What follows belongs to an exercise in optimizing a design on an open flow for small area, a short achievable clock period and few clock cycles per item; a production flow would make more cautious choices. Function was checked by simulation only, so behaviour that the tests miss may differ from the original.

==> trial 29 <==
==> flow/design.v <==
`default_nettype none
module chacha20(input wire clock,
                input wire reset,  
                input wire start,
                input  wire [255:0] key,
                input  wire [63:0] index,  
                input  wire [63:0] nonce,
                output reg done,
                output wire [511:0] out);
    function automatic [31:0] LE32(input [31:0] a);
        LE32 = {a[7:0], a[15:8], a[23:16], a[31:24]};
    endfunction
    function automatic [31:0] ADD(input [31:0] a, input [31:0] b);
        reg [31:0] p, g, pp, gg, c;
        begin
        p = a ^ b; g = a & b; pp = p; gg = g;
        gg[31] = gg[31] | (pp[31] & gg[30]); pp[31] = pp[31] & pp[30];
        gg[29] = gg[29] | (pp[29] & gg[28]); pp[29] = pp[29] & pp[28];
        gg[27] = gg[27] | (pp[27] & gg[26]); pp[27] = pp[27] & pp[26];
        gg[25] = gg[25] | (pp[25] & gg[24]); pp[25] = pp[25] & pp[24];
        gg[23] = gg[23] | (pp[23] & gg[22]); pp[23] = pp[23] & pp[22];
        gg[21] = gg[21] | (pp[21] & gg[20]); pp[21] = pp[21] & pp[20];
        gg[19] = gg[19] | (pp[19] & gg[18]); pp[19] = pp[19] & pp[18];
        gg[17] = gg[17] | (pp[17] & gg[16]); pp[17] = pp[17] & pp[16];
        gg[15] = gg[15] | (pp[15] & gg[14]); pp[15] = pp[15] & pp[14];
        gg[13] = gg[13] | (pp[13] & gg[12]); pp[13] = pp[13] & pp[12];
        gg[11] = gg[11] | (pp[11] & gg[10]); pp[11] = pp[11] & pp[10];
        gg[9] = gg[9] | (pp[9] & gg[8]); pp[9] = pp[9] & pp[8];
        gg[7] = gg[7] | (pp[7] & gg[6]); pp[7] = pp[7] & pp[6];
        gg[5] = gg[5] | (pp[5] & gg[4]); pp[5] = pp[5] & pp[4];
        gg[3] = gg[3] | (pp[3] & gg[2]); pp[3] = pp[3] & pp[2];
        gg[1] = gg[1] | (pp[1] & gg[0]); pp[1] = pp[1] & pp[0];
        gg[31] = gg[31] | (pp[31] & gg[29]); pp[31] = pp[31] & pp[29];
        gg[30] = gg[30] | (pp[30] & gg[29]); pp[30] = pp[30] & pp[29];
        gg[27] = gg[27] | (pp[27] & gg[25]); pp[27] = pp[27] & pp[25];
        gg[26] = gg[26] | (pp[26] & gg[25]); pp[26] = pp[26] & pp[25];
        gg[23] = gg[23] | (pp[23] & gg[21]); pp[23] = pp[23] & pp[21];
        gg[22] = gg[22] | (pp[22] & gg[21]); pp[22] = pp[22] & pp[21];
        gg[19] = gg[19] | (pp[19] & gg[17]); pp[19] = pp[19] & pp[17];
        gg[18] = gg[18] | (pp[18] & gg[17]); pp[18] = pp[18] & pp[17];
        gg[15] = gg[15] | (pp[15] & gg[13]); pp[15] = pp[15] & pp[13];
        gg[14] = gg[14] | (pp[14] & gg[13]); pp[14] = pp[14] & pp[13];
        gg[11] = gg[11] | (pp[11] & gg[9]); pp[11] = pp[11] & pp[9];
        gg[10] = gg[10] | (pp[10] & gg[9]); pp[10] = pp[10] & pp[9];
        gg[7] = gg[7] | (pp[7] & gg[5]); pp[7] = pp[7] & pp[5];
        gg[6] = gg[6] | (pp[6] & gg[5]); pp[6] = pp[6] & pp[5];
        gg[3] = gg[3] | (pp[3] & gg[1]); pp[3] = pp[3] & pp[1];
        gg[2] = gg[2] | (pp[2] & gg[1]); pp[2] = pp[2] & pp[1];
        gg[31] = gg[31] | (pp[31] & gg[27]); pp[31] = pp[31] & pp[27];
        gg[30] = gg[30] | (pp[30] & gg[27]); pp[30] = pp[30] & pp[27];
        gg[29] = gg[29] | (pp[29] & gg[27]); pp[29] = pp[29] & pp[27];
        gg[28] = gg[28] | (pp[28] & gg[27]); pp[28] = pp[28] & pp[27];
        gg[23] = gg[23] | (pp[23] & gg[19]); pp[23] = pp[23] & pp[19];
        gg[22] = gg[22] | (pp[22] & gg[19]); pp[22] = pp[22] & pp[19];
        gg[21] = gg[21] | (pp[21] & gg[19]); pp[21] = pp[21] & pp[19];
        gg[20] = gg[20] | (pp[20] & gg[19]); pp[20] = pp[20] & pp[19];
        gg[15] = gg[15] | (pp[15] & gg[11]); pp[15] = pp[15] & pp[11];
        gg[14] = gg[14] | (pp[14] & gg[11]); pp[14] = pp[14] & pp[11];
        gg[13] = gg[13] | (pp[13] & gg[11]); pp[13] = pp[13] & pp[11];
        gg[12] = gg[12] | (pp[12] & gg[11]); pp[12] = pp[12] & pp[11];
        gg[7] = gg[7] | (pp[7] & gg[3]); pp[7] = pp[7] & pp[3];
        gg[6] = gg[6] | (pp[6] & gg[3]); pp[6] = pp[6] & pp[3];
        gg[5] = gg[5] | (pp[5] & gg[3]); pp[5] = pp[5] & pp[3];
        gg[4] = gg[4] | (pp[4] & gg[3]); pp[4] = pp[4] & pp[3];
        gg[31] = gg[31] | (pp[31] & gg[23]); pp[31] = pp[31] & pp[23];
        gg[30] = gg[30] | (pp[30] & gg[23]); pp[30] = pp[30] & pp[23];
        gg[29] = gg[29] | (pp[29] & gg[23]); pp[29] = pp[29] & pp[23];
        gg[28] = gg[28] | (pp[28] & gg[23]); pp[28] = pp[28] & pp[23];
        gg[27] = gg[27] | (pp[27] & gg[23]); pp[27] = pp[27] & pp[23];
        gg[26] = gg[26] | (pp[26] & gg[23]); pp[26] = pp[26] & pp[23];
        gg[25] = gg[25] | (pp[25] & gg[23]); pp[25] = pp[25] & pp[23];
        gg[24] = gg[24] | (pp[24] & gg[23]); pp[24] = pp[24] & pp[23];
        gg[15] = gg[15] | (pp[15] & gg[7]); pp[15] = pp[15] & pp[7];
        gg[14] = gg[14] | (pp[14] & gg[7]); pp[14] = pp[14] & pp[7];
        gg[13] = gg[13] | (pp[13] & gg[7]); pp[13] = pp[13] & pp[7];
        gg[12] = gg[12] | (pp[12] & gg[7]); pp[12] = pp[12] & pp[7];
        gg[11] = gg[11] | (pp[11] & gg[7]); pp[11] = pp[11] & pp[7];
        gg[10] = gg[10] | (pp[10] & gg[7]); pp[10] = pp[10] & pp[7];
        gg[9] = gg[9] | (pp[9] & gg[7]); pp[9] = pp[9] & pp[7];
        gg[8] = gg[8] | (pp[8] & gg[7]); pp[8] = pp[8] & pp[7];
        gg[31] = gg[31] | (pp[31] & gg[15]); pp[31] = pp[31] & pp[15];
        gg[30] = gg[30] | (pp[30] & gg[15]); pp[30] = pp[30] & pp[15];
        gg[29] = gg[29] | (pp[29] & gg[15]); pp[29] = pp[29] & pp[15];
        gg[28] = gg[28] | (pp[28] & gg[15]); pp[28] = pp[28] & pp[15];
        gg[27] = gg[27] | (pp[27] & gg[15]); pp[27] = pp[27] & pp[15];
        gg[26] = gg[26] | (pp[26] & gg[15]); pp[26] = pp[26] & pp[15];
        gg[25] = gg[25] | (pp[25] & gg[15]); pp[25] = pp[25] & pp[15];
        gg[24] = gg[24] | (pp[24] & gg[15]); pp[24] = pp[24] & pp[15];
        gg[23] = gg[23] | (pp[23] & gg[15]); pp[23] = pp[23] & pp[15];
        gg[22] = gg[22] | (pp[22] & gg[15]); pp[22] = pp[22] & pp[15];
        gg[21] = gg[21] | (pp[21] & gg[15]); pp[21] = pp[21] & pp[15];
        gg[20] = gg[20] | (pp[20] & gg[15]); pp[20] = pp[20] & pp[15];
        gg[19] = gg[19] | (pp[19] & gg[15]); pp[19] = pp[19] & pp[15];
        gg[18] = gg[18] | (pp[18] & gg[15]); pp[18] = pp[18] & pp[15];
        gg[17] = gg[17] | (pp[17] & gg[15]); pp[17] = pp[17] & pp[15];
        gg[16] = gg[16] | (pp[16] & gg[15]); pp[16] = pp[16] & pp[15];
        c = {gg[30:0], 1'b0};
        ADD = p ^ c;
        end
    endfunction
    localparam CONST = 128'h657870616e642033322d62797465206b;
    wire [511:0] init = {CONST, key, LE32(index[31:0]), LE32(index[63:32]), nonce};
    reg [4:0] i;  
    reg [31:0] y [0:15];  
    wire [31:0] xi [0:15];
    wire [31:0] h [0:15];
    wire ld = start;
    wire fin = i == 5'd19;
    genvar j;
    generate for (j = 0; j < 16; j = j + 1) begin: g_init
        assign xi[j] = LE32(init[511 - 32*j -: 32]);
    end endgenerate
    generate for (j = 0; j < 4; j = j + 1) begin: g_h2
        wire [31:0] a2 = ADD(y[j], y[4+j]);
        wire [31:0] t2 = y[12+j] ^ a2;
        wire [31:0] d2 = {t2[23:0], t2[31:24]};
        wire [31:0] c2 = ADD(y[8+j], d2);
        wire [31:0] t3 = y[4+j] ^ c2;
        wire [31:0] b2 = {t3[24:0], t3[31:25]};
        assign h[     (4-j)%4] = a2;
        assign h[4 +  (5-j)%4] = b2;
        assign h[8 +  (6-j)%4] = c2;
        assign h[12 + (7-j)%4] = d2;
    end endgenerate
    generate for (j = 0; j < 4; j = j + 1) begin: g_h1
        wire [31:0] ai = ld ? xi[j]    : fin ? xi[4+j] : h[j];
        wire [31:0] bi = ld ? xi[4+j]  : h[4+j];
        wire [31:0] ci = ld ? xi[8+j]  : h[8+j];
        wire [31:0] di = ld ? xi[12+j] : h[12+j];
        wire [31:0] s1 = ADD(ai, bi);
        wire [31:0] t0 = di ^ s1;
        wire [31:0] d1 = {t0[15:0], t0[31:16]};
        wire [31:0] s2 = ADD(ci, (fin ? xi[8+j] : d1));
        wire [31:0] t1 = bi ^ s2;
        wire [31:0] b1 = {t1[19:0], t1[31:20]};
        wire [31:0] f0 = ADD(h[j], xi[j]);
        wire [31:0] f3 = ADD(h[12+j], xi[12+j]);
        always @(posedge clock) begin
            y[j]    <= s1;
            y[4+j]  <= fin ? f0 : b1;
            y[8+j]  <= s2;
            y[12+j] <= fin ? f3 : d1;
        end
    end endgenerate
    always @(posedge clock) begin
        if (i != 5'd20) i <= i + 5'd1;
        if (start) i <= 5'd0;
        done <= fin;
        if (reset) begin
            i <= 5'd20;
            done <= 1'b0;
        end
    end
    generate for (j = 0; j < 4; j = j + 1) begin: g_out
        assign out[511 - 32*j      -: 32] = LE32(y[4+j]);
        assign out[511 - 32*(4+j)  -: 32] = LE32(y[j]);
        assign out[511 - 32*(8+j)  -: 32] = LE32(y[8+j]);
        assign out[511 - 32*(12+j) -: 32] = LE32(y[12+j]);
    end endgenerate
endmodule
==> flow/flow/run.sh <==
#!/bin/bash
# The standard layout, with three changes: the port buffers are the smallest
# buffer cell; after global placement each output port's buffer is moved next
# to the flip-flop that drives it, so the long wire to the pin hangs on the
# buffer and not on the flip-flop; and the clock tree has no dummy loads.
set -euo pipefail
export BUFFER_PORTS_ARGS="-buffer_cell sky130_fd_sc_hd__buf_1"
export CTS_ARGS="-sink_clustering_enable -repair_clock_nets -sink_clustering_size 30 -sink_clustering_max_diameter 80 -dont_use_dummy_load"
R=orfs/results/$FLOW_PLATFORM/chacha20/base
bash standard.sh "$PWD/$R/3_3_place_gp.odb" > standard_flow_place.log 2>&1
openroad -no_init -exit flow/move_obufs.tcl > move_obufs.log 2>&1
bash standard.sh > standard_flow.log 2>&1
==> flow/flow/move_obufs.tcl <==
# Move each output port buffer onto the flip-flop that drives it; detailed
# placement legalizes the positions later.
set odb orfs/results/$::env(FLOW_PLATFORM)/chacha20/base/3_3_place_gp.odb
read_db $odb
set block [ord::get_db_block]
set moved 0
foreach inst [$block getInsts] {
  if {![string match "output*" [$inst getName]]} continue
  set a [$inst findITerm A]
  if {$a eq "NULL"} continue
  set net [$a getNet]
  set drv ""
  foreach it [$net getITerms] { if {[$it isOutputSignal]} { set drv [$it getInst] } }
  if {$drv eq ""} continue
  lassign [$drv getLocation] x y
  $inst setLocation $x $y
  incr moved
}
puts "moved $moved output buffers"
write_db $odb
==> flow/standard.sh <==
#!/bin/bash
# synth_recipe.tcl (not shown) runs the flow's synth.tcl, then flattens the netlist and writes it again
# the make line also repeats each setting of config.mk as NAME=value (left out here)
make -C /OpenROAD-flow-scripts/flow DESIGN_CONFIG=/design/flow/config.mk WORK_HOME=/design/flow/orfs CLKGATE_MAP_FILE= SYNTH_SCRIPT=/design/flow/synth_recipe.tcl "${@:-finish}"
==> flow/config.mk <==
export PLATFORM = sky130hd
export DESIGN_NAME = chacha20
export DESIGN_NICKNAME = chacha20
export VERILOG_FILES = /design/flow/design.v
export SDC_FILE = /design/flow/constraint.sdc
export NUM_CORES = 8
export LEC_CHECK = 0
export CAP_MARGIN = 15
export CORE_MARGIN = 2
export CORE_UTILIZATION = 35
export GPL_ROUTABILITY_DRIVEN = 0
export SETUP_SLACK_MARGIN = 2.6
export SLEW_MARGIN = 15
==> flow/constraint.sdc <==
create_clock -name core_clock -period 14.0 [get_ports {clock}]
set_input_delay 2.8000 -clock core_clock [delete_from_list [all_inputs] [get_ports {clock}]]
set_output_delay 2.8000 -clock core_clock [all_outputs]
set_load 0.01 [all_outputs]
==> trial 87 (differences from trial 29) <==
--- a/flow/config.mk
+++ b/flow/config.mk
@@ -9,5 +9,5 @@
 export CORE_MARGIN = 2
 export CORE_UTILIZATION = 35
 export GPL_ROUTABILITY_DRIVEN = 0
-export SETUP_SLACK_MARGIN = 2.6
+export SETUP_SLACK_MARGIN = 3
 export SLEW_MARGIN = 15
==> trial 96 (differences from trial 29) <==
==> flow/flow/run.sh (replaced) <==
#!/bin/bash
# The standard layout, with the port buffers made from the smallest buffer cell
# and a clock tree built without dummy loads.
set -euo pipefail
export BUFFER_PORTS_ARGS="-buffer_cell sky130_fd_sc_hd__buf_1"
export CTS_ARGS="-sink_clustering_enable -repair_clock_nets -sink_clustering_size 30 -sink_clustering_max_diameter 80 -dont_use_dummy_load"
bash standard.sh > standard_flow.log 2>&1
--- a/flow/config.mk
+++ b/flow/config.mk
@@ -8,6 +8,5 @@
 export CAP_MARGIN = 15
 export CORE_MARGIN = 2
 export CORE_UTILIZATION = 35
-export GPL_ROUTABILITY_DRIVEN = 0
-export SETUP_SLACK_MARGIN = 2.6
+export SETUP_SLACK_MARGIN = 2
 export SLEW_MARGIN = 15
removed: flow/flow/move_obufs.tcl
==> notes <==
Trial 29 passed the timing, DRC and antenna checks. Trial 87 produced a layout that fails on capacitance limit, slew limit. Trial 96 finished with timing, DRC and antenna clean. Non-clock buffer count, lowest first: trial 29, trial 96, trial 87. The lowest setup slack belongs to trial 87, the highest to trial 29. Routed wire length, lowest first: trial 29, trial 96, trial 87. Synthesized cell count is the same in trial 29 and trial 96. Flip-flop and latch count is the same in trial 87 and trial 29. First-iteration DRC count, highest first: trial 87, trial 29, trial 96. In die area, trial 96 and trial 87 do not differ. Against trial 29, the register-to-register slack of trial 87 is worse by 0.47 ns.
==> figures <==
| metric | trial 87 | trial 29 | trial 96 |
|---|---|---|---|
| Outcome | finished with violations | finished clean | finished clean |
| Reasons for failing layout checks | capacitance limit, slew limit | - | - |
| Critical path startpoint | y[3][5]$_DFF_P_ | y[6][5]$_DFF_P_ | y[0][17]$_DFF_P_ |
| Arrival time worst endpoint | 12.71 ns | 12.24 ns | 12.40 ns |
| Worst flop-to-flop path endpoint | y[6][11]$_DFF_P_ | y[7][11]$_DFF_P_ | y[5][29]$_DFF_P_ |
| Maximum fanout encountered on the critical timing path | 6 | 5 | 5 |
| Clock buffer count in the final layout | 46 | 45 | 53 |
| Number of standard cells in the final layout excluding fillers | 9401 | 9265 | 9310 |
| Met3 track demand over resource in global routing | 21.7% | 23.4% | 11.3% |
| Worst path most repeated cell | sky130_fd_sc_hd__a21o_1 | - | sky130_fd_sc_hd__buf_4 |
| Non-clock buffering overhead | 10.5% | 9.00% | 9.98% |
| Clock buffer and inverter area fraction after layout | 1.76% | 1.80% | 2.14% |
| Number of placed instances, taps included | 8971 | 8991 | 9143 |
| Required arrival time at the worst endpoint | 14.57 ns | 14.56 ns | 14.57 ns |
| Part of the cycle the worst path needs | 86.8% | 83.4% | 84.5% |
| Sequential share of cell area | 15.9% | 16.7% | 16.8% |
| Worst Hold Launch | i[4]$_SDFFE_PP1P_ | i[0]$_SDFFE_PP0N_ | i[0]$_SDFFE_PP0N_ |
Testbench counts of trial 29, summed over its fixed seeds: cycles 5,376, blocks 256.
Testbench counts of trial 87, summed over its fixed seeds: cycles 5,376, blocks 256.
Testbench counts of trial 96, summed over its fixed seeds: cycles 5,376, blocks 256.

## what the ideal ports hide
How much do the figures lean on ideal ports? The routed layouts below were timed once more, with nothing changed but the port constraints. Step 1 assumes that a clkbuf_16 drives the clock port and a buf_2 every other input. Step 2 also shifts input and output timing later by t, the mid clock arrival at the registers, as if the neighbouring blocks saw the same clock. Slacks: no drivers / after step 1 / after step 2; pairs: no drivers / after step 1.
run | t (ns) | slack for setup (ns) | worst setup path after step 2 | clock arrival spread, ns | worst slew at a driven data input, ns
trial 29 | 0.754 | 2.320 / 2.320 / 2.320 | register to register | 0.118 / 0.117 | 0.26
trial 87 | 0.749 | 1.855 / 1.855 / 1.855 | register to register | 0.078 / 0.078 | 0.29
trial 96 | 0.779 | 2.170 / 2.170 / 2.170 | register to register | 0.089 / 0.089 | 0.29
